Context: an optimization exercise on an open-source flow, tuned for small area, a short achievable clock period and few clock cycles per item. The choices shown serve that exercise and are no tape-out recipe. The RTL was checked by simulation tests, not by an equivalence proof against the original design.

## v6
// RSA_TOP
module RSA_TOP (
    clk, rst_n, in_valid,
    in_p, in_q, in_e, in_c,
    out_valid, out_m
);
==> module RSA_IP, before the edit <==
module RSA_IP (
    input  [3:0] IN_X,     
    input        IN_X3,    
    input        IN_X4,    
    input  [1:0] IN_K11,   
    input  [7:0] IN_C,
    output [7:0] OUT_M
);
  wire [13:0] pr;
  assign pr[ 0] = (IN_X == 4'd9);    
  assign pr[ 1] = (IN_X == 4'd8);    
  assign pr[ 2] = (IN_X == 4'd14);    
  assign pr[ 3] = (IN_X == 4'd11);    
  assign pr[ 4] = (IN_X == 4'd13);    
  assign pr[ 5] = (IN_X == 4'd12);    
  assign pr[ 6] = (IN_X == 4'd10);    
  assign pr[ 7] = (IN_X == 4'd15);    
  assign pr[ 8] = (IN_X == 4'd1);    
  assign pr[ 9] = (IN_X == 4'd7);    
  assign pr[10] = (IN_X == 4'd2);    
  assign pr[11] = (IN_X == 4'd6);    
  assign pr[12] = (IN_X == 4'd3);    
  assign pr[13] = (IN_X == 4'd5);    
  wire [5:0] sh = {1'b0, pr[13], pr[12] | pr[11], pr[10] | pr[9] | pr[8],
                   pr[7] | pr[6] | pr[5] | pr[4], pr[3] | pr[2] | pr[1] | pr[0]};
  wire [5:0] bh = {pr[13] | pr[12] | pr[10] | pr[7] | pr[3], pr[11] | pr[9] | pr[6] | pr[2],
                   pr[8] | pr[5] | pr[1], pr[4] | pr[0], 2'b00};
  wire [3:0] s = {sh[4], sh[2] | sh[3], sh[0] | sh[1] | sh[3] | sh[4], sh[1] | sh[2] | sh[3] | sh[4]};
  wire [3:0] b = {bh[4] | bh[5], bh[2] | bh[3] | bh[5], bh[1] | bh[3] | bh[4], 1'b1};
  wire x3 = IN_X3;
  wire x4 = IN_X4;
  wire [1:0] k11 = IN_K11;
  wire [3:0] rs, rb;
  RSA_MOD u_rs (.X(IN_C), .M(s), .R(rs));
  RSA_MOD u_rb (.X(IN_C), .M(b), .R(rb));
  wire [3:0] r11 = sh[4] ? rs : rb;
  wire [3:0] ys5, ys7, yb5, yb7, y11, y13;
  RSA_POW5  u_ps5 (.K(x4),       .R(rs),  .Y(ys5));
  RSA_POW7  u_ps7 (.K(x3),       .R(rs),  .Y(ys7));
  RSA_POW5  u_pb5 (.K(x4),       .R(rb),  .Y(yb5));
  RSA_POW7  u_pb7 (.K(x3),       .R(rb),  .Y(yb7));
  RSA_POW11 u_p11 (.K(k11),      .R(r11), .Y(y11));
  RSA_POW13 u_p13 (.K({x4, x3}), .R(rb),  .Y(y13));
  wire [3:0] ms = ({4{sh[0] | sh[1]}} & rs) | ({4{sh[2]}} & ys5) | ({4{sh[3]}} & ys7) | ({4{sh[4]}} & y11);
  wire [3:0] mb = ({4{bh[1]}} & rb) | ({4{bh[2]}} & yb5) | ({4{bh[3]}} & yb7) | ({4{bh[4]}} & y11) | ({4{bh[5]}} & y13);
  wire [3:0] mbs;
  RSA_MODS u_mbs (.SH(sh[4:0]), .M(mb), .R(mbs));
  wire [4:0] vd;
  RSA_ADD #(5) u_vd (.A({1'b0, ms}), .B({1'b1, ~mbs}), .S(vd));    
  wire [3:0] vn, vs;
  RSA_ADD #(4) u_vn (.A(vd[3:0]), .B(4'd1), .S(vn));
  RSA_ADD #(4) u_vs (.A(vd[3:0]), .B(s + 4'd1), .S(vs));
  wire [3:0] v = vd[4] ? vs : vn;
  wire [3:0] u;
  RSA_UINV u_u (.PR(pr), .V(v), .U(u));
  wire [7:0] a0, a1, a2;
  RSA_ADD #(8) u_a0 (.A({4'd0, u}), .B({4'd0, mb}), .S(a0));
  RSA_ADD #(8) u_a1 (.A(a0), .B({3'd0, u & {4{b[1]}}, 1'b0}), .S(a1));
  RSA_ADD #(8) u_a2 (.A(a1), .B({2'd0, u & {4{b[2]}}, 2'b0}), .S(a2));
  RSA_ADD #(8) u_a3 (.A(a2), .B({1'd0, u & {4{b[3]}}, 3'b0}), .S(OUT_M));
endmodule
==> module RSA_TOP, before the edit <==
module RSA_TOP (
    clk, rst_n, in_valid,
    in_p, in_q, in_e, in_c,
    out_valid, out_m
);
input clk, rst_n, in_valid;
input [3:0] in_p, in_q;
input [7:0] in_e, in_c;
output out_valid;
output reg [7:0] out_m;
reg [3:0] st;
wire [3:0] st_nx = st[3]     ? ((st[2:0] == 3'd7) ? {3'd0, in_valid} : st + 4'd1) :
                   in_valid  ? 4'd1 : {st[0], 3'd0};
always @(posedge clk or negedge rst_n) begin
  if (!rst_n) st <= 4'd0;
  else st <= st_nx;
end
wire kload = (st == 4'd0) | (st == 4'd15);
wire       ex3;
wire [1:0] ek11;
RSA_ECLS I_RSA_ECLS (.E(in_e[6:1]), .X3(ex3), .K11(ek11));
wire [3:0] cp = {in_p[2] | in_p[3], in_p[0] & ~in_p[2], in_p[3], in_p[1]};
wire [3:0] cq = {in_q[2] | in_q[3], in_q[0] & ~in_q[2], in_q[3], in_q[1]};
reg [3:0] kx;
reg       kx3, kx4;
reg [1:0] kk11;
always @(posedge clk) if (kload) begin
  kx   <= cp ^ cq;
  kx3  <= ex3;
  kx4  <= in_e[1];
  kk11 <= ek11;
end
reg [7:0] dl [0:7];
integer i;
always @(posedge clk) begin
  dl[0] <= in_c;
  for (i = 1; i < 8; i = i + 1) dl[i] <= dl[i-1];
end
wire [7:0] m_w;
RSA_IP I_RSA_IP (.IN_X(kx), .IN_X3(kx3), .IN_X4(kx4), .IN_K11(kk11), .IN_C(dl[7]), .OUT_M(m_w));
always @(posedge clk or negedge rst_n) begin
  if (!rst_n) out_m <= 8'd0;
  else out_m <= m_w & {8{st_nx[3]}};
end
assign out_valid = st[3];
endmodule
==> flow/config.mk <==
export PLATFORM = sky130hd
export DESIGN_NAME = RSA_TOP
export DESIGN_NICKNAME = RSA_TOP
export VERILOG_FILES = /design/flow/design.v
export SDC_FILE = /design/flow/constraint.sdc
export NUM_CORES = 4
export LEC_CHECK = 0
export CAP_MARGIN = 20
export CORE_MARGIN = 2
export CORE_UTILIZATION = 60
export CTS_BUF_LIST = sky130_fd_sc_hd__clkbuf_8
export GPL_TIMING_DRIVEN = 0
export SLEW_MARGIN = 20
==> flow/constraint.sdc <==
create_clock -name core_clock -period 160.0 [get_ports {clk}]
set_input_delay 32.0000 -clock core_clock [delete_from_list [all_inputs] [get_ports {clk}]]
set_output_delay 32.0000 -clock core_clock [all_outputs]
set_load 0.01 [all_outputs]
standard.sh (not shown) runs the stock make flow with config.mk's settings and CLKGATE_MAP_FILE= SYNTH_SCRIPT=/design/flow/synth_recipe.tcl, a recipe that flattens the netlist after the stock synthesis.
==> flow/flow/run.sh <==
#!/bin/bash
# Standard ORFS layout with two changes to how it is made:
#  - synthesis is the standard flow's own script, but ABC maps for minimum area (deepsyn +
#    area mapping, flow/abc_min.script) instead of minimum delay, and full
#    adders are left to ABC instead of being extracted first;
#  - the port buffers are the smallest buffer cell;
#  - clock tree synthesis adds no dummy loads to the clock tree leaves.
# Each tool's output goes to its own log in this folder (synth.log, layout.log)
# besides ORFS's logs under orfs/logs.
set -euo pipefail
W=$PWD
{
  head -n 1 synth_recipe.tcl
  cat <<TCL
proc abc {args} {
  set i [lsearch -exact \$args -script]
  if { \$i >= 0 } { set args [lreplace \$args [expr {\$i + 1}] [expr {\$i + 1}] $W/flow/abc_min.script] }
  yosys abc {*}\$args
}
proc extract_fa {args} {}
TCL
  tail -n +2 synth_recipe.tcl
} > my_synth.tcl
sed "s#SYNTH_SCRIPT=[^ ]*#SYNTH_SCRIPT=$W/my_synth.tcl#" standard.sh > my_standard.sh
bash my_standard.sh synth > synth.log 2>&1
bash standard.sh "BUFFER_PORTS_ARGS=-buffer_cell sky130_fd_sc_hd__buf_1" \
  "CTS_ARGS=-sink_clustering_enable -repair_clock_nets -dont_use_dummy_load -buf_list sky130_fd_sc_hd__clkbuf_8" \
  finish > layout.log 2>&1
==> flow/flow/abc_min.script <==
strash
&get -n
&deepsyn -T 90
&put
dch
amap
topo
Testbench counts of v6, summed over its fixed seeds: cycles 8,160, items 480.
The following lists how v7 was set up differently from v6:
--- a/flow/design.v
+++ b/flow/design.v
@@ -27,11 +27,9 @@
   end endgenerate
 endmodule
 module RSA_IP (
     input  [3:0] IN_X,     
-    input        IN_X3,    
-    input        IN_X4,    
-    input  [1:0] IN_K11,   
+    input  [6:1] IN_E,     
     input  [7:0] IN_C,
     output [7:0] OUT_M
 );
   wire [13:0] pr;
@@ -54,11 +52,12 @@
   wire [5:0] bh = {pr[13] | pr[12] | pr[10] | pr[7] | pr[3], pr[11] | pr[9] | pr[6] | pr[2],
                    pr[8] | pr[5] | pr[1], pr[4] | pr[0], 2'b00};
   wire [3:0] s = {sh[4], sh[2] | sh[3], sh[0] | sh[1] | sh[3] | sh[4], sh[1] | sh[2] | sh[3] | sh[4]};
   wire [3:0] b = {bh[4] | bh[5], bh[2] | bh[3] | bh[5], bh[1] | bh[3] | bh[4], 1'b1};
-  wire x3 = IN_X3;
-  wire x4 = IN_X4;
-  wire [1:0] k11 = IN_K11;
+  wire x3;            
+  wire x4 = IN_E[1];  
+  wire [1:0] k11;     
+  RSA_ECLS u_ecls (.E(IN_E), .X3(x3), .K11(k11));
   wire [3:0] rs, rb;
   RSA_MOD u_rs (.X(IN_C), .M(s), .R(rs));
   RSA_MOD u_rb (.X(IN_C), .M(b), .R(rb));
   wire [3:0] r11 = sh[4] ? rs : rb;
@@ -367,30 +366,24 @@
   if (!rst_n) st <= 4'd0;
   else st <= st_nx;
 end
 wire kload = (st == 4'd0) | (st == 4'd15);
-wire       ex3;
-wire [1:0] ek11;
-RSA_ECLS I_RSA_ECLS (.E(in_e[6:1]), .X3(ex3), .K11(ek11));
 wire [3:0] cp = {in_p[2] | in_p[3], in_p[0] & ~in_p[2], in_p[3], in_p[1]};
 wire [3:0] cq = {in_q[2] | in_q[3], in_q[0] & ~in_q[2], in_q[3], in_q[1]};
 reg [3:0] kx;
-reg       kx3, kx4;
-reg [1:0] kk11;
+reg [6:1] ke;
 always @(posedge clk) if (kload) begin
-  kx   <= cp ^ cq;
-  kx3  <= ex3;
-  kx4  <= in_e[1];
-  kk11 <= ek11;
+  kx <= cp ^ cq;
+  ke <= in_e[6:1];
 end
 reg [7:0] dl [0:7];
 integer i;
 always @(posedge clk) begin
   dl[0] <= in_c;
   for (i = 1; i < 8; i = i + 1) dl[i] <= dl[i-1];
 end
 wire [7:0] m_w;
-RSA_IP I_RSA_IP (.IN_X(kx), .IN_X3(kx3), .IN_X4(kx4), .IN_K11(kk11), .IN_C(dl[7]), .OUT_M(m_w));
+RSA_IP I_RSA_IP (.IN_X(kx), .IN_E(ke), .IN_C(dl[7]), .OUT_M(m_w));
 always @(posedge clk or negedge rst_n) begin
   if (!rst_n) out_m <= 8'd0;
   else out_m <= m_w & {8{st_nx[3]}};
 end
==> summary.txt <==
[v7] routed wire length rose 39 um relative to v6. Data arrival time at the worst-slack endpoint in v7 is 0.36 ns below v6. Sort v7 and v6 by core utilization desc -> top: v7. Via count essentially unchanged between v7 and v6. v7 and v6 ended up with nearly the same first-pass GRT wire length. Per the comparison of v7 with v6, clock network area share has remained practically unchanged; mean number of vias per cell down 0.060. Lower minimum clock period after layout goes to v7 over v6. The met3 wirelength from detailed routing number comes out higher for v7 vs v6. v6 ended up with fewer cell instances than v7 did. Fraction of the cycle the final worst path needs (v7 over v6): decrease, 0.27 points.
Testbench counts of v7, summed over its fixed seeds: cycles 8,160, items 480.

========
== run A ==
Another version of the RTL of RSA_TOP (not shown whole).
==> module RSA_TOP, before the edit <==
module RSA_TOP (
    clk, rst_n, in_valid,
    in_p, in_q, in_e, in_c,
    out_valid, out_m
);
input clk, rst_n, in_valid;
input [3:0] in_p, in_q;
input [7:0] in_e, in_c;
output out_valid;
output reg [7:0] out_m;
reg [3:0] st;
wire [3:0] st_nx = st[3]     ? ((st[2:0] == 3'd7) ? {3'd0, in_valid} : st + 4'd1) :
                   in_valid  ? 4'd1 : {st[0], 3'd0};
always @(posedge clk or negedge rst_n) begin
  if (!rst_n) st <= 4'd0;
  else st <= st_nx;
end
wire kload = (st == 4'd0) | (st == 4'd15);
reg [3:0] kx;
reg       kh;
reg [6:1] ke;
always @(posedge clk) if (kload) begin
  kx <= in_p ^ in_q;
  kh <= (~in_p[3] & ~in_p[2] & in_p[0]) | (~in_q[3] & ~in_q[2] & in_q[0]);
  ke <= in_e[6:1];
end
reg [7:0] dl [0:7];
integer i;
always @(posedge clk) begin
  dl[0] <= in_c;
  for (i = 1; i < 8; i = i + 1) dl[i] <= dl[i-1];
end
wire [7:0] m_w;
RSA_IP I_RSA_IP (.IN_X(kx), .IN_H(kh), .IN_E({ke, 1'b1}), .IN_C(dl[7]), .OUT_M(m_w));
always @(posedge clk or negedge rst_n) begin
  if (!rst_n) out_m <= 8'd0;
  else out_m <= m_w & {8{st_nx[3]}};
end
assign out_valid = st[3];
endmodule
clock: 160.0 ns
lec_check: 0
cap_margin: 20
core_margin: 2
core_utilization: 60
cts_buf_list: sky130_fd_sc_hd__clkbuf_8
slew_margin: 20
Scripts as last shown in full above: flow/flow/run.sh, flow/flow/abc_min.script
Testbench counts of run A, summed over its fixed seeds: cycles 8,160, items 480.
## Diff of input files: run B against run A
--- a/flow/design.v
+++ b/flow/design.v
@@ -305,17 +305,17 @@
 wire [3:0] st_nx = st[3]     ? ((st[2:0] == 3'd7) ? {3'd0, in_valid} : st + 4'd1) :
                    in_valid  ? 4'd1 : {st[0], 3'd0};
 always @(posedge clk or negedge rst_n) begin
   if (!rst_n) st <= 4'd0;
   else st <= st_nx;
 end
-wire kload = (st == 4'd0) | (st == 4'd15);
+wire first = in_valid & (st[3] | ~st[0]);
 reg [3:0] kx;
 reg       kh;
 reg [6:1] ke;
-always @(posedge clk) if (kload) begin
+always @(posedge clk) if (first) begin
   kx <= in_p ^ in_q;
   kh <= (~in_p[3] & ~in_p[2] & in_p[0]) | (~in_q[3] & ~in_q[2] & in_q[0]);
   ke <= in_e[6:1];
 end
 reg [7:0] dl [0:7];
 integer i;
Findings:
Run B: final critical-path required period is 0.20 ns higher than what run A reported. Between run A and run B, register-to-register slack is higher for run A, run B comes in under that. Mean number of vias per cell on run B is down relative to run A. Run B: no failed stages, no open violations at the end. Run B — simple-gate area share of the yosys netlist 1.9 points lower, run A as reference. Run B vs. run A: clock skew after layout went down by 0.013 ns. Run B vs. run A: area after synthesis went up by 1.0%. Diff run A -> run B | die area | increase of 87 sq um.
Testbench counts of run B, summed over its fixed seeds: cycles 8,160, items 480.

## static timing again, ports no longer ideal
In the flow no input, the clock included, has a driving cell. The finished layouts below were timed again as built, in two steps.
Step 1 assumes that a clkbuf_16 drives the clock port and a buf_2 every other input.
Step 2 also shifts input and output timing later by t, the mid clock arrival at the registers, as if the neighbouring blocks saw the same clock.
Slacks: ideal ports / drivers / drivers and shift; pairs: ideal ports / drivers.
| run | shift t [ns] | setup slack, ns | worst setup path after step 2 |
|---|---|---|---|
| v6 | 0.352 | 126.353 / 126.355 / 126.003 | input to register |
| v7 | 0.380 | 126.788 / 126.796 / 126.416 | input to register |
| run A | 0.367 | 127.159 / 127.127 / 126.899 | input to register |
| run B | 0.386 | 126.961 / 126.967 / 126.582 | input to register |
After both steps every run listed still meets setup and hold. For run B, which loses most, drivers alone change the setup slack by +0.006 ns; drivers and shift together by -0.379 ns.
